What follows belongs to an exercise in optimizing a design on an open flow for small area, a short achievable clock period and few clock cycles; a production flow would make more cautious choices. Function was checked by simulation only, so behaviour that the tests miss may differ from the original. No activity file was given, so power comes from the tool's default toggle rates.

Design axi4_lite_system_top, start of the top module:
module axi4_lite_system_top #(
    parameter ADDR_WIDTH = 32,
    parameter DATA_WIDTH = 32,
    parameter STRB_WIDTH = DATA_WIDTH/8
)(
    input wire clk,
    input wire reset_n,
    input wire                    write_req,
    input wire [ADDR_WIDTH-1:0]   write_addr,
    input wire [DATA_WIDTH-1:0]   write_data,
    input wire [STRB_WIDTH-1:0]   write_strb,
    output reg                    write_done,
    output reg [1:0]              write_resp,
    input wire                    read_req,
    input wire [ADDR_WIDTH-1:0]   read_addr,
    output reg [DATA_WIDTH-1:0]   read_data,
    output reg                    read_done,
    output reg [1:0]              read_resp
);
    localparam RESP_OKAY   = 2'b00;
    localparam RESP_SLVERR = 2'b10;
    wire wr_valid, rd_valid;
    mem_in_range u_wr_range (.a(write_addr[31:10]), .y(wr_valid));
    mem_in_range u_rd_range (.a(read_addr[31:10]),  .y(rd_valid));
    wire [3:0]  wstrb = write_strb & {4{write_req & reset_n}};
    wire [15:0] whi, wlo_n;
    wire [63:0] whb_n;
    mem_dec4      u_wdec_hi (.a(write_addr[9:6]), .y(whi));
    mem_dec4_en_n u_wdec_lo (.a(write_addr[5:2]), .en(wr_valid), .y_n(wlo_n));
    mem_whb    u_whb     (.whi(whi), .wstrb(wstrb), .whb_n(whb_n));
    wire [15:0]  rhi_n, rlo_n;
    wire [255:0] rsel;
    mem_dec4_n u_rdec_hi (.a(read_addr[9:6]), .y_n(rhi_n));
    mem_dec4_n u_rdec_lo (.a(read_addr[5:2]), .y_n(rlo_n));
    mem_rsel   u_rsel    (.hi_n(rhi_n), .lo_n(rlo_n), .sel(rsel));
    wire [31:0] word [0:255];
    genvar b, w;
    generate
        for (w = 0; w < 256; w = w + 1) begin : g_word
            wire [3:0] wen;
            mem_wen u_wen (.whb_n(whb_n[4 * (w / 16) +: 4]), .wlo_n(wlo_n[w % 16]), .en(wen));
            for (b = 0; b < 4; b = b + 1) begin : g_byte
                reg [7:0] q;
                always @(posedge clk)
                    if (wen[b])
                        q <= write_data[8*b +: 8];
                assign word[w][8*b +: 8] = q;
            end
        end
    endgenerate
    wire [31:0] l1 [0:127];
    wire [31:0] l2 [0:31];
    wire [31:0] l3 [0:15];
    wire [31:0] l4 [0:7];
    wire [31:0] l5 [0:3];
    wire [31:0] l6 [0:1];
    genvar j;
    generate
        for (j = 0; j < 128; j = j + 1) begin : g_l1
  ...
For scale: roughly 17000 cells after synthesis, roughly 8200 flip-flops, about 140 I/O pins, roughly 300000 um^2 of cells after synthesis.
==> flow/config.mk <==
export PLATFORM = sky130hd
export DESIGN_NAME = axi4_lite_system_top
export DESIGN_NICKNAME = axi4_lite_system_top
export VERILOG_FILES = /design/flow/design.v
export SDC_FILE = /design/flow/constraint.sdc
export NUM_CORES = 8
export LEC_CHECK = 0
export CAP_MARGIN = 40
export CORE_MARGIN = 2
export CORE_UTILIZATION = 60
export CTS_CLUSTER_DIAMETER = 100
export CTS_CLUSTER_SIZE = 30
export SETUP_SLACK_MARGIN = 4.0
export SLEW_MARGIN = 60
export SYNTH_HIERARCHICAL = 1
==> flow/constraint.sdc <==
create_clock -name core_clock -period 7.0 [get_ports {clk}]
set_input_delay 1.4000 -clock core_clock [delete_from_list [all_inputs] [get_ports {clk}]]
set_output_delay 1.4000 -clock core_clock [all_outputs]
set_load 0.01 [all_outputs]
standard.sh (not shown) runs the stock make flow with config.mk's settings and CLKGATE_MAP_FILE= SYNTH_SCRIPT=/design/flow/synth_recipe.tcl, a recipe that flattens the netlist after the stock synthesis.
==> flow/flow/run.sh <==
#!/bin/bash
# Layout flow: the standard ORFS flow (standard.sh) in two calls.
#  1. synthesis and floorplan with no setup margin, so the floorplan step
#     does not upsize gates before placement (it has no wire loads yet);
#  2. the rest of the flow with the settings of config.mk, port buffers of
#     type buf_4, and an area-recovery step after global routing
#     (grt_post.tcl, with recover.tcl).
# Each call's output goes to its own log here; ORFS keeps per-step logs
# under orfs/logs.
set -euo pipefail
F=$(pwd)/flow
bash standard.sh SETUP_SLACK_MARGIN=0 floorplan > flow_floorplan.log 2>&1
bash standard.sh "BUFFER_PORTS_ARGS=-buffer_cell sky130_fd_sc_hd__buf_4" \
  "POST_GLOBAL_ROUTE_TCL=$F/grt_post.tcl" finish > flow_finish.log 2>&1
==> flow/flow/grt_post.tcl <==
# POST_GLOBAL_ROUTE hook: after the global-route timing repair, which works
# to the setup margin of config.mk, give back area on paths that have slack
# to spare (recover.tcl): cells are downsized while every path through them
# keeps at least the design's worst slack plus a guard band. Then the
# changed nets are routed again and the route guides rewritten.
source [file join [file dirname [info script]] recover.tcl]
global_route -start_incremental
rc_area_recover 0.08 {0.6 0.4 0.3 0.2 0.15 0.1 0.1 0.08 0.08}
detailed_placement
global_route -end_incremental
estimate_parasitics -global_routing
report_worst_slack
report_worst_slack -min
report_design_area
write_guides $::env(RESULTS_DIR)/route.guide
==> flow/flow/recover.tcl <==
# Area recovery after global routing: downsize logic cells by one drive
# step (same footprint) where paths through them have slack to spare, then
# re-estimate parasitics and undo the changes on any path that fell below
# the design's worst slack plus a guard band. Repeat a few rounds.
proc rc_inst_slack {inst} {
  set worst 1e9
  foreach p [get_pins -of_objects $inst -filter "direction==output"] {
    set s [get_property $p slack_max]
    if {$s ne "" && $s < $worst} { set worst $s }
  }
  return $worst
}

proc rc_smaller {m} {
  if {![regexp {^(sky130_fd_sc_hd__\w+?)_(\d+)$} $m -> base drv]} { return "" }
  set best ""
  foreach d {1 2 3 4 6 8 12 16} {
    if {$d >= $drv} break
    if {[llength [get_lib_cells -quiet */${base}_$d]]} { set best ${base}_$d }
  }
  return $best
}

proc rc_skip {m} {
  foreach pat {*clkbuf* *df* *edf* *dly* *clkinv* *conb* *tap* *fill* *diode*} {
    if {[string match $pat $m]} { return 1 }
  }
  return 0
}

set ::rc_max_slew 0.9
proc rc_wns {} { return [expr {[sta::worst_slack_cmd max] * 1e9}] }

proc rc_area_recover {guard rounds} {
  estimate_parasitics -global_routing
  set floor [expr {[rc_wns] + 0}]
  set floor [expr {$floor + $guard}]
  set slew0 [sta::max_slew_violation_count]
  set cap0 [sta::max_capacitance_violation_count]
  puts "recover: start wns [rc_wns] floor $floor area [rsz::design_area]"
  foreach delta $rounds {
    # downsize one step where the slack exceeds floor + delta
    set changed {}
    foreach inst [get_cells *] {
      set m [get_property $inst ref_name]
      if {[rc_skip $m]} continue
      set new [rc_smaller $m]
      if {$new eq ""} continue
      if {[rc_inst_slack $inst] < $floor + $delta} continue
      lappend changed [list $inst $m]
    }
    foreach c $changed { lassign $c inst m; replace_cell $inst [rc_smaller $m] }
    estimate_parasitics -global_routing
    puts "recover: delta $delta downsized [llength $changed], wns [rc_wns]"
    # undo on failing paths until clean
    array unset orig
    foreach c $changed { set orig([get_full_name [lindex $c 0]]) [lindex $c 1] }
    for {set it 0} {$it < 20} {incr it} {
      set bad {}
      foreach path [find_timing_paths -path_delay max -slack_max $floor -group_path_count 100000 -endpoint_path_count 1] {
        foreach pt [get_property $path points] {
          set pin [get_property $pt pin]
          if {[catch {set iname [get_full_name [get_cells -of_objects $pin]]}]} continue
          if {[info exists orig($iname)]} { lappend bad $iname }
        }
      }
      # changed cells whose output slew got large
      foreach iname [array names orig] {
        foreach p [get_pins -of_objects [get_cells $iname] -filter "direction==output"] {
          foreach k {slew_max_rise slew_max_fall} {
            set sl [get_property $p $k]
            if {$sl ne "" && $sl > $::rc_max_slew} { lappend bad $iname }
          }
        }
      }
      set bad [lsort -unique $bad]
      set nb 0
      foreach iname $bad {
        if {[info exists orig($iname)]} { replace_cell [get_cells $iname] $orig($iname); unset orig($iname); incr nb }
      }
      if {$nb == 0} break
      estimate_parasitics -global_routing
      puts "recover:   undo $nb, wns [rc_wns]"
    }
    puts "recover: after delta $delta: kept [array size orig], wns [rc_wns], area [rsz::design_area], slew [sta::max_slew_violation_count] cap [sta::max_capacitance_violation_count]"
  }
}
Testbench counts at the start, summed over its fixed seeds: cycles 4,800.
Next try:
Settings changed: CORE_UTILIZATION 60 to 65.
=>
- The changed run ran to the end with no violations
- area after synthesis stays the same
- worst setup slack degrades by 36 ps
- count of clock-buffer cells in the layout came out lower by 27
- via count came out higher by 2.7%
- fmax came out lower by 1.1%
- wire length came out higher by 1.9%
- utilization came out higher by 5.3 points
- sequential power is about the same
Next try:
--- a/flow/flow/grt_post.tcl
+++ b/flow/flow/grt_post.tcl
@@ -7,3 +7,3 @@
 global_route -start_incremental
-rc_area_recover 0.08 {0.6 0.4 0.3 0.2 0.15 0.1 0.1 0.08 0.08}
+rc_area_recover 0.1 {0.6 0.4 0.3 0.2 0.15 0.1 0.1 0.08 0.08}
 detailed_placement
--- a/flow/flow/recover.tcl
+++ b/flow/flow/recover.tcl
@@ -30,3 +30,3 @@
 
-set ::rc_max_slew 0.9
+set ::rc_max_slew 0.5
 proc rc_wns {} { return [expr {[sta::worst_slack_cmd max] * 1e9}] }
Settings changed: CORE_UTILIZATION 65 to 60.
- cell count rises by 2.0%
- setup slack improved by 45 ps
- power rises by 0.51%
- sequential power stays flat
- utilization falls by 4.8 points
- sequential share of layout area falls by 0.94 points
- area after synthesis does not change
- design area rises by about 1.3%
- clock-buffer cell count rises by 27

[afterwards: timing with drivers on the ports]
The flow's constraints put no driver on any port. The routed layouts listed below were extracted and timed again, unchanged, in two steps. Step 1 assumes that a clkbuf_16 drives the clock port and a buf_2 every other input. Step 2, shift: input delay + t, output delay - t, t = (earliest + latest rising clock arrival at the registers) / 2. This alone moves slack from input paths to output paths. Three values: ideal ports, drivers, drivers and shift; two values: the first two.
run | t (ns) | setup slack, ns | worst register clock-pin slew, ns
the first run | 1.147 | 3.794 / 3.715 / 2.567 | 0.12 / 0.12
the second run | 1.136 | 3.758 / 3.658 / 2.522 | 0.12 / 0.12
the third run | 1.150 | 3.804 / 3.712 / 2.563 | 0.12 / 0.12
After both steps every run listed still meets setup and hold. For the third run, which loses most, drivers alone change the setup slack by -0.092 ns; drivers and shift together by -1.241 ns.
